From an optimization exercise on the open Yosys and OpenROAD flow, aimed at small area; shortcuts taken in it are not production practice. In this exercise RTL edits were held to simulation tests only and were not proved equivalent to the original. Power figures rest on the tool's default switching activity, not on a simulated workload. No driver is modelled on the clock port, so clocking that relies on it looks cheaper here than on a real chip.

==> flow/design.v (excerpt) <==
module mem_iso_top
(
    input wire [4:0]                        axi_s_awid,
    input wire [32:0]                       axi_s_awaddr,
    input wire [7:0]                        axi_s_awlen,
    input wire [2:0]                        axi_s_awsize,
    input wire [1:0]                        axi_s_awburst,
    input wire                              axi_s_awvalid,
    output wire                             axi_s_awready,
    input wire [127:0]                      axi_s_wdata,
    input wire [15:0]                       axi_s_wstrb,
    input wire                              axi_s_wlast,
    input wire                              axi_s_wvalid,
    output wire                             axi_s_wready,
    output wire [4:0]                       axi_s_bid,
    output wire [1:0]                       axi_s_bresp,
    output wire                             axi_s_bvalid,
    input wire                              axi_s_bready,
    input wire [4:0]                        axi_s_arid,
    input wire [32:0]                       axi_s_araddr,
    input wire [7:0]                        axi_s_arlen,
    input wire [2:0]                        axi_s_arsize,
    input wire [1:0]                        axi_s_arburst,
    input wire                              axi_s_arvalid,
    output wire                             axi_s_arready,
    output wire [4:0]                       axi_s_rid,
    output wire [127:0]                     axi_s_rdata,
    output wire [1:0]                       axi_s_rresp,
    output wire                             axi_s_rlast,
    output wire                             axi_s_rvalid,
    input wire                              axi_s_rready,
    output wire [4:0]                       axi_m_awid,
    output wire [32:0]                      axi_m_awaddr,
    output wire [7:0]                       axi_m_awlen,
    output wire [2:0]                       axi_m_awsize,
    output wire [1:0]                       axi_m_awburst,
    output wire                             axi_m_awuser,
    output wire                             axi_m_awvalid,
    input wire                              axi_m_awready,
    output wire [127:0]                     axi_m_wdata,
  ...
Settings: LEC_CHECK=0, CAP_MARGIN=20, CORE_MARGIN=2, CORE_UTILIZATION=60, GPL_TIMING_DRIVEN=0, SLEW_MARGIN=20; clock period 5.5 ns.
standard.sh (not shown) runs the stock make flow with config.mk's settings and CLKGATE_MAP_FILE= SYNTH_SCRIPT=/design/flow/synth_recipe.tcl, a recipe that flattens the netlist after the stock synthesis.
==> flow/flow/run.sh <==
#!/bin/bash
# The standard layout (standard.sh) with these changes:
#  - synthesis: area-oriented ABC script (flow/area.abc, via flow/synth.tcl) and no hard
#    half/full-adder cells (ADDER_MAP_FILE empty), so ABC maps the adders too
#  - every port still gets a buffer, but a sky130_fd_sc_hd__buf_1
#  - CTS: clkbuf_16 leaf buffers driving clusters of up to 25 sinks within 120 um,
#    without dummy loads
# make's full output goes to standard.log; ORFS keeps each step's log under orfs/logs.
set -euo pipefail
W=$PWD
export AREA_ABC_SCRIPT=$W/flow/area.abc
export ADDER_MAP_FILE=
export BUFFER_PORTS_ARGS="-buffer_cell sky130_fd_sc_hd__buf_1"
export CTS_ARGS="-sink_clustering_enable -repair_clock_nets -dont_use_dummy_load -buf_list sky130_fd_sc_hd__clkbuf_16 -sink_clustering_size 25 -sink_clustering_max_diameter 120"
sed "s#SYNTH_SCRIPT=[^ ']*#SYNTH_SCRIPT=$W/flow/synth.tcl#" standard.sh > standard_area.sh
grep -q "SYNTH_SCRIPT=$W/flow/synth.tcl" standard_area.sh
bash standard_area.sh > standard.log 2>&1
==> flow/flow/area.abc <==
strash
ifraig
scorr
dc2
strash
dch -f
map -a
topo
strash
dch -f
amap
topo
==> flow/flow/synth.tcl <==
# The standard flow's synthesis script (synth_recipe.tcl) with one change: ABC maps the logic with
# the area-oriented script in $::env(AREA_ABC_SCRIPT) instead of ORFS's delay-driven one.
# Registers are mapped before ABC runs, so they are the standard synthesis's registers.
proc synth {args} { yosys synth -nofsm -noshare {*}$args }
proc abc {args} {
  set keep {}
  set skip 0
  foreach a $args {
    if {$skip} { set skip 0; continue }
    if {$a eq "-script" || $a eq "-D"} { set skip 1; continue }
    lappend keep $a
  }
  yosys abc -script $::env(AREA_ABC_SCRIPT) {*}$keep
}
source $::env(SCRIPTS_DIR)/synth.tcl
# left out here: clear keep_hierarchy, flatten, clean up, hide names made inside functions, write 1_2_yosys.v
Edit:
--- a/flow/flow/run.sh
+++ b/flow/flow/run.sh
@@ -14 +14 @@
-export CTS_ARGS="-sink_clustering_enable -repair_clock_nets -dont_use_dummy_load -buf_list sky130_fd_sc_hd__clkbuf_16 -sink_clustering_size 25 -sink_clustering_max_diameter 120"
+export CTS_ARGS="-sink_clustering_enable -repair_clock_nets -dont_use_dummy_load -buf_list sky130_fd_sc_hd__clkbuf_16 -sink_clustering_size 28 -sink_clustering_max_diameter 135"
Settings changed: CORE_ASPECT_RATIO from default to 0.5, CORE_UTILIZATION 60 to 70, GPL_TIMING_DRIVEN 0 to default.
- Now the flow completed, yet does not pass: setup timing
- worst setup slack degrades by 0.15 ns
- critical path depth climbs by 18
- global-route usage climbs by 2.9 points
Edit:
--- a/flow/flow/run.sh
+++ b/flow/flow/run.sh
@@ -14 +14 @@
-export CTS_ARGS="-sink_clustering_enable -repair_clock_nets -dont_use_dummy_load -buf_list sky130_fd_sc_hd__clkbuf_16 -sink_clustering_size 28 -sink_clustering_max_diameter 135"
+export CTS_ARGS="-sink_clustering_enable -repair_clock_nets -dont_use_dummy_load -buf_list sky130_fd_sc_hd__clkbuf_16 -sink_clustering_size 25 -sink_clustering_max_diameter 120"
Settings changed: CORE_ASPECT_RATIO 0.5 to default, CORE_UTILIZATION 70 to 60.
The new run passed the timing, DRC and antenna checks.
Routed wire length goes up by 1.5%.
Global-route usage falls by 3.5 points.
Worst hold slack degrades by 0.0055 ns.
Edit:
Settings changed: CORE_UTILIZATION 60 to 70.
With this change the flow ended with an error in I/O pin placement (3_2_place_iop) with PPL-0024.
Synthesized cell count does not change.
Area after synthesis stays the same.

========
Setup of job 101:
Another version of the RTL of mem_iso_top (not shown whole).
Size in the first run: about 3,400 cells after synthesis, about 45,000 um^2 of cells after synthesis.
==> flow/config.mk <==
export PLATFORM = sky130hd
export DESIGN_NAME = mem_iso_top
export DESIGN_NICKNAME = mem_iso_top
export VERILOG_FILES = /design/flow/design.v
export SDC_FILE = /design/flow/constraint.sdc
export NUM_CORES = 4
export LEC_CHECK = 0
export CAP_MARGIN = 20
export CORE_MARGIN = 2
export CORE_UTILIZATION = 60
export PLACE_DENSITY = 0.75
export SLEW_MARGIN = 20
==> flow/constraint.sdc <==
create_clock -name core_clock -period 5.5 [get_ports {aclk}]
set_input_delay 1.1000 -clock core_clock [delete_from_list [all_inputs] [get_ports {aclk}]]
set_output_delay 1.1000 -clock core_clock [all_outputs]
set_load 0.01 [all_outputs]
==> flow/flow/run.sh <==
#!/bin/bash
# The standard layout (standard.sh) with these changes:
#  - synthesis: area-oriented ABC script (flow/area.abc, via flow/synth.tcl) and no hard
#    half/full-adder cells (ADDER_MAP_FILE empty), so ABC maps the adders too
#  - every port still gets a buffer, but a sky130_fd_sc_hd__buf_1
#  - CTS: clkbuf_16 leaf buffers driving clusters of up to 28 sinks within 135 um,
#    without dummy loads
# make's full output goes to standard.log; ORFS keeps each step's log under orfs/logs.
set -euo pipefail
W=$PWD
export AREA_ABC_SCRIPT=$W/flow/area.abc
export ADDER_MAP_FILE=
export BUFFER_PORTS_ARGS="-buffer_cell sky130_fd_sc_hd__buf_1"
export CTS_ARGS="-sink_clustering_enable -repair_clock_nets -dont_use_dummy_load -buf_list sky130_fd_sc_hd__clkbuf_16 -sink_clustering_size 28 -sink_clustering_max_diameter 135"
sed "s#SYNTH_SCRIPT=[^ ']*#SYNTH_SCRIPT=$W/flow/synth.tcl#" standard.sh > standard_area.sh
grep -q "SYNTH_SCRIPT=$W/flow/synth.tcl" standard_area.sh
bash standard_area.sh > standard.log 2>&1
Scripts as last shown in full above: flow/flow/area.abc, flow/flow/synth.tcl
Modified inputs, job 102 compared to job 101
-- flow/flow/area.abc --
<<< job 101, line 13
>>> job 102, line 13
strash
dch -f
amap
topo
-- flow/config.mk --
<<< job 101, line 11
export PLACE_DENSITY = 0.75
>>> job 102, line 11
Notes after the runs:
Diff job 101 -> job 102: simple-gate share of the synthesized area down 0.26 points, number of unique standard cell types used by synthesis now sits lower, post-synthesis instance area neither gained nor lost much, fraction of met1 tracks used by global routing up 7.2 points, global-route usage now larger. NOTE: total power in job 102 exceeds that of job 101. Job 102 and job 101 ended up with nearly the same sequential share of layout area. Looking at job 102 and job 101, the sequential power is a wash. Between job 102 and job 101, the difference in XOR/XNOR share of the synthesized area is negligible. Across both runs, via count was higher for job 102 than for job 101. Looking at job 102 and job 101, the design area is a wash.
Input-level comparison between job 103 and job 102:
==> flow/flow/area.abc <==
strash
ifraig
scorr
dc2
strash
balance
rewrite
refactor
balance
rewrite
rewrite -z
balance
refactor -z
rewrite -z
balance
dch -f
map -a
topo
strash
dch -f
amap
topo
[summary]
- Relative to job 102, the count of plain and timing-repair buffers in the layout of job 103 is lower by about 0.9%.
- Job 103 reached the final stage; the timing, DRC and antenna checks on its layout passed.
- Re largest stage delay on the critical path: job 103 is 0.11 ns down on job 102.
- As far as post-detailed-route DRC marker count goes, job 103 and job 102 are indistinguishable; the numbers are identical.
- Looking at depth of the most critical reg-to-reg path, job 103 sits 14% higher than job 102 does.
- Cell with the largest stage delay on the worst path = a2111oi_1: job 102; cell with the largest stage delay on the worst path = or3_1: job 103
- Of job 102 and job 103, the higher first-pass GRT wire length belongs to job 102.
- Shortest period the worst path allows in job 103 is 0.067 ns lower than in job 102
- Job 103 ends up with a complex-gate fraction of the synthesized area that is 0.25 points lower than in job 102.
- Against job 102, final wirelength in job 103 fell by more than 10%.

========
mem_iso_top, a different RTL version from the one above (not shown whole).
Size: about 3400 cells after synthesis, about 1300 flip-flops, roughly 49000 sq um of cells after synthesis.
Settings: LEC_CHECK=0, CAP_MARGIN=20, CORE_MARGIN=2, CORE_UTILIZATION=60, SLEW_MARGIN=20; clock period 5.5 ns.
==> flow/flow/run.sh <==
#!/bin/bash
set -euo pipefail
export BUFFER_PORTS_ARGS="-buffer_cell sky130_fd_sc_hd__buf_1"
export CTS_ARGS="-sink_clustering_enable -repair_clock_nets -dont_use_dummy_load -buf_list sky130_fd_sc_hd__clkbuf_16 -sink_clustering_size 30 -sink_clustering_max_diameter 150"
bash standard.sh > standard.log 2>&1
The starting point completed without violations.
Change:
==> flow/flow/run.sh (replaced) <==
#!/bin/bash
set -euo pipefail
export BUFFER_PORTS_ARGS="-buffer_cell sky130_fd_sc_hd__buf_1"
export CTS_ARGS="-sink_clustering_enable -repair_clock_nets -dont_use_dummy_load -buf_list sky130_fd_sc_hd__clkbuf_16 -sink_clustering_size 30"
bash standard.sh > standard.log 2>&1
=>
- The changed run completed without violations
- final area rises by 3.8%
- flip-flop and latch count does not change
- worst hold slack gets worse by 0.026 ns
- die area stays the same
- clock skew rises by 0.023 ns
- via count rises by about 2.4%
- global-route usage rises by 0.86 points
- wire length rises by 2.3%
- setup slack gets worse by 0.032 ns

==> port drivers added, routing unchanged <==
No port has a modelled driver above. Below, the same layouts with a new extraction and two added sets of constraints. Step 1, drivers: a clkbuf_16 drives aclk and a buf_2 each remaining input, both assumed. Step 2 times the ports against the registers' clock, not the clock port: input delays grow and output delays shrink by t, the midpoint of the rising clock arrivals with the driver on. Three values: ideal, step 1, step 2; two values: the first two.
run | shift t [ns] | setup slack, ns | worst setup path after step 2 | worst slew at a driven data input, ns
the first run of note 1 | 0.720 | 0.138 / 0.066 / 0.152 | register to register | 0.12
the second run of note 1 | 0.679 | -0.014 / -0.014 / -0.014 | register to register | 0.12
the third run of note 1 | 0.709 | 0.315 / 0.246 / 0.330 | register to register | 0.14
job 101 | 0.701 | 0.254 / 0.254 / 0.254 | register to register | 0.15
job 102 | 0.680 | 0.135 / 0.068 / 0.410 | register to register | 0.20
job 103 | 0.686 | 0.202 / 0.202 / 0.202 | register to register | 0.13
the first run of note 3 | 0.696 | 0.218 / 0.151 / 0.466 | register to register | 0.18
the second run of note 3 | 0.758 | 0.186 / 0.113 / 0.450 | register to register | 0.19
